From an optimization exercise on the open Yosys and OpenROAD flow, aimed at small area and a short achievable clock period; shortcuts taken in it are not production practice. Where RTL was checked, it was by simulation tests only, not by an equivalence proof against the original. Power figures rest on the tool's default switching activity, not on a simulated workload.

==> onyx: inputs <==
==> flow/design.v (excerpt) <==
module mac #(parameter DW=8,CW=19,ROW=7,COLUMN=7,OW=26
) (
    input [ROW*DW-1     : 0]        mac_m_data  ,
    input [COLUMN*DW-1  : 0]        w           ,
    input [ROW-1        : 0]        w_en        ,
    input [COLUMN*CW-1  : 0]        ci          ,
    output [COLUMN*OW-1 : 0]        mac_s_data  ,
    input clk,
    input rst_n
);
localparam [113:0] RV = {19'd502528, 19'd480768, 19'd459008, 19'd437248, 19'd415488, 19'd393728};
localparam [18:0]  RP = 19'd21760;
reg  [47:0]  xd1;        
reg  [55:0]  wd;         
reg  [5:0]   wed;        
reg  [5:0]   ld;         
reg  [55:0]  one, two, neg;   
reg  [391:0] wq;         
reg  [797:0] ss, sc;     
reg  [132:0] p6s, p6c;   
reg  [69:0]  slo;        
reg  [62:0]  sh0, sh1;   
reg  [6:0]   scy;        
wire [797:0] ssn, scn;
wire [132:0] p6sn, p6cn;
wire [69:0]  slon;
wire [62:0]  sh0n, sh1n;
wire [6:0]   scyn;
always @(posedge clk) begin
    xd1 <= mac_m_data[47:0];
    wd  <= w;
end
always @(posedge clk or negedge rst_n) begin
    if (!rst_n) begin
        wed <= 6'd0;
        ld  <= 6'd0;
    end else begin
        wed <= w_en[5:0];
        ld  <= ld | wed;
    end
end
genvar r, c, j, g;
generate
for (r = 0; r < 7; r = r + 1) begin : dig
    wire       v  = (r < 6) ? (ld[r % 6] | wed[r % 6]) : 1'b1;
    wire [8:0] xe = (r < 6) ? {xd1[8*(r % 6) +: 8], 1'b0} : {mac_m_data[55:48], 1'b0};
    for (g = 0; g < 2; g = g + 1) begin : grp
  ...
==> flow/config.mk <==
export PLATFORM = sky130hd
export DESIGN_NAME = mac
export DESIGN_NICKNAME = mac
export VERILOG_FILES = /design/flow/design.v
export SDC_FILE = /design/flow/constraint.sdc
export NUM_CORES = 4
export LEC_CHECK = 0
export CAP_MARGIN = 20
export CORE_MARGIN = 2
export CORE_UTILIZATION = 50
export PLACE_DENSITY = 0.65
export SETUP_SLACK_MARGIN = 2.6
export SLEW_MARGIN = 20
==> flow/constraint.sdc <==
create_clock -name core_clock -period 5.5 [get_ports {clk}]
set_input_delay 1.1000 -clock core_clock [delete_from_list [all_inputs] [get_ports {clk}]]
set_output_delay 1.1000 -clock core_clock [all_outputs]
set_load 0.01 [all_outputs]
standard.sh (not shown) runs the stock make flow with config.mk's settings and CLKGATE_MAP_FILE= SYNTH_SCRIPT=/design/flow/synth_recipe.tcl, a recipe that flattens the netlist after the stock synthesis.
==> flow/flow/run.sh <==
#!/bin/bash
# Own layout flow: the standard synthesis, then the full adders of the
# netlist are re-polarised to drop inverters (flow/polopt.py), then the standard flow's
# standard layout of that netlist, with plain buffers on the ports.
set -euo pipefail
cd "$(dirname "$0")/.."
RES=orfs/results/${FLOW_PLATFORM:-sky130hd}/mac/base
bash standard.sh synth > synth.log 2>&1
cp "$RES/1_2_yosys.v" "$RES/1_2_yosys_std.v"
python3 flow/polopt.py "$RES/1_2_yosys_std.v" "$RES/1_2_yosys.v" > polopt.log 2>&1
touch "$RES/1_2_yosys.v"
rm -f "$RES/1_synth.odb" "$RES/1_synth.sdc"
bash standard.sh synth > synth_odb.log 2>&1
bash standard.sh "BUFFER_PORTS_ARGS=-buffer_cell sky130_fd_sc_hd__buf_2" finish > layout.log 2>&1
test -s out/final.def
Other scripts of this flow, unchanged in this note and not shown: flow/flow/polopt.py
==> amber (differences from onyx) <==
--- a/flow/design.v
+++ b/flow/design.v
@@ -1,15 +1,11 @@
 module mac_fin (
     input  [18:0] si,
     input  [18:0] ci,
-    input  [18:0] pi,
-    input  [18:0] qi,
-    output [9:0]  lo,
-    output [8:0]  h0,
-    output [8:0]  h1,
-    output        cy
+    input  [15:0] pi,
+    output [18:0] sum
 );
     wire s0 = si[0] ^ ci[0];
     wire c0 = si[0] & ci[0];
     wire s1 = si[1] ^ ci[1] ^ pi[1];
     wire c1 = (si[1] & ci[1]) | (si[1] & pi[1]) | (ci[1] & pi[1]);
     wire s2 = si[2] ^ ci[2] ^ pi[2];
@@ -37,59 +33,20 @@
     wire s13 = si[13] ^ ci[13] ^ pi[13];
     wire c13 = (si[13] & ci[13]) | (si[13] & pi[13]) | (ci[13] & pi[13]);
     wire s14 = si[14] ^ ci[14] ^ pi[14];
     wire c14 = (si[14] & ci[14]) | (si[14] & pi[14]) | (ci[14] & pi[14]);
     wire s15 = si[15] ^ ci[15] ^ pi[15];
     wire c15 = (si[15] & ci[15]) | (si[15] & pi[15]) | (ci[15] & pi[15]);
-    wire s16 = si[16] ^ ci[16] ^ pi[16];
-    wire c16 = (si[16] & ci[16]) | (si[16] & pi[16]) | (ci[16] & pi[16]);
-    wire s17 = si[17] ^ ci[17] ^ pi[17];
-    wire c17 = (si[17] & ci[17]) | (si[17] & pi[17]) | (ci[17] & pi[17]);
-    wire s18 = si[18] ^ ci[18] ^ pi[18];
-    wire s19 = pi[0] ^ qi[0];
-    wire c19 = pi[0] & qi[0];
-    wire s20 = qi[1] ^ c0 ^ s1;
-    wire c20 = (qi[1] & c0) | (qi[1] & s1) | (c0 & s1);
-    wire s21 = qi[2] ^ c1 ^ s2;
-    wire c21 = (qi[2] & c1) | (qi[2] & s2) | (c1 & s2);
-    wire s22 = qi[3] ^ c2 ^ s3;
-    wire c22 = (qi[3] & c2) | (qi[3] & s3) | (c2 & s3);
-    wire s23 = qi[4] ^ c3 ^ s4;
-    wire c23 = (qi[4] & c3) | (qi[4] & s4) | (c3 & s4);
-    wire s24 = qi[5] ^ c4 ^ s5;
-    wire c24 = (qi[5] & c4) | (qi[5] & s5) | (c4 & s5);
-    wire s25 = qi[6] ^ c5 ^ s6;
-    wire c25 = (qi[6] & c5) | (qi[6] & s6) | (c5 & s6);
-    wire s26 = qi[7] ^ c6 ^ s7;
-    wire c26 = (qi[7] & c6) | (qi[7] & s7) | (c6 & s7);
-    wire s27 = qi[8] ^ c7 ^ s8;
-    wire c27 = (qi[8] & c7) | (qi[8] & s8) | (c7 & s8);
-    wire s28 = qi[9] ^ c8 ^ s9;
-    wire c28 = (qi[9] & c8) | (qi[9] & s9) | (c8 & s9);
-    wire s29 = qi[10] ^ c9 ^ s10;
-    wire c29 = (qi[10] & c9) | (qi[10] & s10) | (c9 & s10);
-    wire s30 = qi[11] ^ c10 ^ s11;
-    wire c30 = (qi[11] & c10) | (qi[11] & s11) | (c10 & s11);
-    wire s31 = qi[12] ^ c11 ^ s12;
-    wire c31 = (qi[12] & c11) | (qi[12] & s12) | (c11 & s12);
-    wire s32 = qi[13] ^ c12 ^ s13;
-    wire c32 = (qi[13] & c12) | (qi[13] & s13) | (c12 & s13);
-    wire s33 = qi[14] ^ c13 ^ s14;
-    wire c33 = (qi[14] & c13) | (qi[14] & s14) | (c13 & s14);
-    wire s34 = qi[15] ^ c14 ^ s15;
-    wire c34 = (qi[15] & c14) | (qi[15] & s15) | (c14 & s15);
-    wire s35 = qi[16] ^ c15 ^ s16;
-    wire c35 = (qi[16] & c15) | (qi[16] & s16) | (c15 & s16);
-    wire s36 = qi[17] ^ c16 ^ s17;
-    wire c36 = (qi[17] & c16) | (qi[17] & s17) | (c16 & s17);
-    wire s37 = qi[18] ^ c17 ^ s18;
-    wire [18:0] ra = {c36, c35, c34, c33, c32, c31, c30, c29, c28, c27, c26, c25, c24, c23, c22, c21, c20, c19, s0};
-    wire [18:0] rb = {s37, s36, s35, s34, s33, s32, s31, s30, s29, s28, s27, s26, s25, s24, s23, s22, s21, s20, s19};
-    assign {cy, lo} = ra[9:0] + rb[9:0];
-    assign h0 = ra[18:10] + rb[18:10];
-    assign h1 = ra[18:10] + rb[18:10] + 9'd1;
+    wire s16 = si[16] ^ ci[16];
+    wire c16 = si[16] & ci[16];
+    wire s17 = si[17] ^ ci[17];
+    wire c17 = si[17] & ci[17];
+    wire s18 = si[18] ^ ci[18];
+    wire [18:0] ra = {c17, c16, s16, c14, c13, c12, c11, c10, c9, c8, c7, c6, c5, c4, c3, c2, c1, c0, pi[0]};
+    wire [18:0] rb = {s18, s17, c15, s15, s14, s13, s12, s11, s10, s9, s8, s7, s6, s5, s4, s3, s2, s1, s0};
+    assign sum = ra + rb;
 endmodule
 module mac_cs (
     input  [3:0]  one,
     input  [3:0]  two,
     input  [3:0]  neg,
     input  [7:0]  w,
@@ -372,19 +329,31 @@
     wire s39 = 1'b1 ^ ci[16];
     wire c39 = 1'b1 & ci[16];
     assign so = {1'b1, ci[17], c38, s38, s37, s36, s35, c33, c32, c31, c30, c29, c28, c27, c26, c25, c24, c23, s23};
     assign co = {ci[18], c39, s39, c37, c36, c35, c34, s34, s33, s32, s31, s30, s29, s28, s27, s26, s25, s24, pp0_0};
 endmodule
 module mac_p6 (
-    input  [3:0]  one,
-    input  [3:0]  two,
-    input  [3:0]  neg,
+    input  [7:0]  x,
     input  [7:0]  w,
     output [18:0] so,
     output [18:0] co
 );
+    wire [8:0] xe = {x, 1'b0};
+    wire [3:0] one, two, neg;
+    assign one[0] = xe[1] ^ xe[0];
+    assign two[0] = (xe[2] & ~xe[1] & ~xe[0]) | (~xe[2] & xe[1] & xe[0]);
+    assign neg[0] = xe[2];
+    assign one[1] = xe[3] ^ xe[2];
+    assign two[1] = (xe[4] & ~xe[3] & ~xe[2]) | (~xe[4] & xe[3] & xe[2]);
+    assign neg[1] = xe[4];
+    assign one[2] = xe[5] ^ xe[4];
+    assign two[2] = (xe[6] & ~xe[5] & ~xe[4]) | (~xe[6] & xe[5] & xe[4]);
+    assign neg[2] = xe[6];
+    assign one[3] = xe[7] ^ xe[6];
+    assign two[3] = (xe[8] & ~xe[7] & ~xe[6]) | (~xe[8] & xe[7] & xe[6]);
+    assign neg[3] = xe[8];
     wire pp0_0 = ((one[0] & w[0]) | (two[0] & 1'b0)) ^ neg[0];
     wire pp0_1 = ((one[0] & w[1]) | (two[0] & w[0])) ^ neg[0];
     wire pp0_2 = ((one[0] & w[2]) | (two[0] & w[1])) ^ neg[0];
     wire pp0_3 = ((one[0] & w[3]) | (two[0] & w[2])) ^ neg[0];
     wire pp0_4 = ((one[0] & w[4]) | (two[0] & w[3])) ^ neg[0];
     wire pp0_5 = ((one[0] & w[5]) | (two[0] & w[4])) ^ neg[0];
@@ -476,24 +445,21 @@
 localparam [113:0] RV = {19'd502528, 19'd480768, 19'd459008, 19'd437248, 19'd415488, 19'd393728};
 localparam [18:0]  RP = 19'd21760;
 reg  [47:0]  xd1;        
 reg  [55:0]  wd;         
 reg  [5:0]   wed;        
 reg  [5:0]   ld;         
-reg  [55:0]  one, two, neg;   
+reg  [47:0]  one, two, neg;   
 reg  [391:0] wq;         
 reg  [797:0] ss, sc;     
 reg  [132:0] p6s, p6c;   
-reg  [69:0]  slo;        
-reg  [62:0]  sh0, sh1;   
-reg  [6:0]   scy;        
+reg  [111:0] p6r;        
+reg  [132:0] so;         
 wire [797:0] ssn, scn;
-wire [132:0] p6sn, p6cn;
-wire [69:0]  slon;
-wire [62:0]  sh0n, sh1n;
-wire [6:0]   scyn;
+wire [132:0] p6sn, p6cn, son;
+wire [132:0] p6rn;
 always @(posedge clk) begin
     xd1 <= mac_m_data[47:0];
     wd  <= w;
 end
 always @(posedge clk or negedge rst_n) begin
     if (!rst_n) begin
@@ -501,17 +467,18 @@
         ld  <= 6'd0;
     end else begin
         wed <= w_en[5:0];
         ld  <= ld | wed;
     end
 end
+wire [55:0] w6 = w_en[6] ? w : wq[391:336];
 genvar r, c, j, g;
 generate
-for (r = 0; r < 7; r = r + 1) begin : dig
-    wire       v  = (r < 6) ? (ld[r % 6] | wed[r % 6]) : 1'b1;
-    wire [8:0] xe = (r < 6) ? {xd1[8*(r % 6) +: 8], 1'b0} : {mac_m_data[55:48], 1'b0};
+for (r = 0; r < 6; r = r + 1) begin : row
+    wire       v  = ld[r] | wed[r];
+    wire [8:0] xe = {xd1[8*r +: 8], 1'b0};
     for (g = 0; g < 2; g = g + 1) begin : grp
         for (j = 0; j < 4; j = j + 1) begin : dg
             wire b2 = xe[2*j+2], b1 = xe[2*j+1], b0 = xe[2*j];
             wire d1 = v & (b1 ^ b0);
             wire d2 = v & ((b2 & ~b1 & ~b0) | (~b2 & b1 & b0));
             wire d3 = v & b2;
@@ -525,14 +492,12 @@
                     two[8*r+4*g+j] <= d2 ^ g[0];
                     neg[8*r+4*g+j] <= d3 ^ g[0];
                 end
             end
         end
     end
-end
-for (r = 0; r < 6; r = r + 1) begin : row
     always @(posedge clk) begin
         if (wed[r]) wq[56*r +: 56] <= wd;
     end
     for (c = 0; c < 7; c = c + 1) begin : col
         localparam integer G = (c < 4) ? 0 : 1;
         wire [3:0] d_one = one[8*r+4*G +: 4] ^ {4{G[0]}};
@@ -559,41 +524,31 @@
         end
     end
 end
 always @(posedge clk or negedge rst_n) begin
     if (!rst_n)
         wq[391:336] <= 56'd0;
-    else if (w_en[6])
-        wq[391:336] <= w;
+    else
+        wq[391:336] <= w6;
 end
 for (c = 0; c < 7; c = c + 1) begin : last
-    localparam integer G = (c < 4) ? 0 : 1;
-    wire [3:0] d_one = one[8*6+4*G +: 4] ^ {4{G[0]}};
-    wire [3:0] d_two = two[8*6+4*G +: 4] ^ {4{G[0]}};
-    wire [3:0] d_neg = neg[8*6+4*G +: 4] ^ {4{G[0]}};
-    mac_p6 u (.one(d_one), .two(d_two), .neg(d_neg), .w(wq[336 + 8*c +: 8]),
-              .so(p6sn[19*c +: 19]), .co(p6cn[19*c +: 19]));
-    mac_fin f (.si(ss[133*5 + 19*c +: 19]), .ci(sc[133*5 + 19*c +: 19]),
-               .pi(p6s[19*c +: 19]), .qi(p6c[19*c +: 19]),
-               .lo(slon[10*c +: 10]), .h0(sh0n[9*c +: 9]), .h1(sh1n[9*c +: 9]), .cy(scyn[c]));
+    mac_p6 u (.x(mac_m_data[55:48]), .w(w6[8*c +: 8]), .so(p6sn[19*c +: 19]), .co(p6cn[19*c +: 19]));
+    assign p6rn[19*c +: 19] = p6s[19*c +: 19] + p6c[19*c +: 19];
+    mac_fin f (.si(ss[133*5 + 19*c +: 19]), .ci(sc[133*5 + 19*c +: 19]), .pi(p6r[16*c +: 16]),
+               .sum(son[19*c +: 19]));
     always @(posedge clk or negedge rst_n) begin
         if (!rst_n) begin
             p6s[19*c +: 19] <= RP;
             p6c[19*c +: 19] <= 19'd0;
-            slo[10*c +: 10] <= 10'd0;
-            sh0[9*c +: 9]   <= 9'd0;
-            sh1[9*c +: 9]   <= 9'd0;
-            scy[c]          <= 1'b0;
+            p6r[16*c +: 16] <= RP[15:0];
+            so[19*c +: 19]  <= 19'd0;
         end else begin
             p6s[19*c +: 19] <= p6sn[19*c +: 19];
             p6c[19*c +: 19] <= p6cn[19*c +: 19];
-            slo[10*c +: 10] <= slon[10*c +: 10];
-            sh0[9*c +: 9]   <= sh0n[9*c +: 9];
-            sh1[9*c +: 9]   <= sh1n[9*c +: 9];
-            scy[c]          <= scyn[c];
+            p6r[16*c +: 16] <= p6rn[19*c +: 16];
+            so[19*c +: 19]  <= son[19*c +: 19];
         end
     end
-    wire [18:0] res = {scy[c] ? sh1[9*c +: 9] : sh0[9*c +: 9], slo[10*c +: 10]};
-    assign mac_s_data[26*c +: 26] = {{7{res[18]}}, res};
+    assign mac_s_data[26*c +: 26] = {{7{so[19*c + 18]}}, so[19*c +: 19]};
 end
 endgenerate
 endmodule
CORE_UTILIZATION = 55   (was 50)
PLACE_DENSITY = 0.68   (was 0.65)
==> summary of the runs <==
Against onyx, the via count of amber is larger by 11%. Between onyx and amber, the lower design area is in onyx (gap 3.6%, measured against amber). Register-to-register slack: amber is better than onyx (0.27 ns). Between onyx and amber, the lower wire length is in onyx (gap about 4%, measured against amber). Between onyx and amber, the lower synthesized area is in onyx (gap about 4%, measured against amber).
==> figures <==
quantity                                                         amber                        onyx
Result of the run                                       finished clean              finished clean
Headroom to the max-slew limit                                   19.1%                       32.5%
Non-clock buffering overhead in the final layout                 4.01%                       4.06%
Maximum net fanout on the critical path                              5                           4
GR Layer Usage met2                                              45.4%                       41.8%
Fraction of standard cell area in multi-input logic              47.7%                       46.6%
Cell count after synthesis                                       12900                       11300
Sequential power                                               34.2 mW                     34.6 mW
Post_cts resized                                                   288                         413
Detailed-route via count                                        103000                       92100
RR Startpoint                                        p6r[18]$_DFF_PN0_  last[3].f.pi[10]$_DFF_PN1_
Only the layout flow was run in onyx; the RTL was not checked for function there.

-- separate check: timing with driven ports --
How much do the figures lean on ideal ports? The routed layouts below were timed once more, with nothing changed but the port constraints. Step 1 assumes that a clkbuf_16 drives the clock port and a buf_2 every other input. Step 2 adds t to the input delays and takes it off the output delays; t is the mean of the earliest and latest rising clock arrival at the registers after step 1. Input paths then give back, and output paths get back, about the clock's delay inside the block. a / b / c = no drivers / after step 1 / after step 2; a / b = the first two.
| run | shift t [ns] | slack for setup (ns) | latest minus earliest clock arrival (ns) |
|---|---|---|---|
| onyx | 1.002 | 2.129 / 2.129 / 2.129 | 0.057 / 0.056 |
| amber | 0.997 | 2.404 / 2.404 / 1.533 | 0.048 / 0.048 |
After both steps every run listed still meets setup and hold. For amber, which loses most, drivers alone change the setup slack by 0.000 ns; drivers and shift together by -0.871 ns.
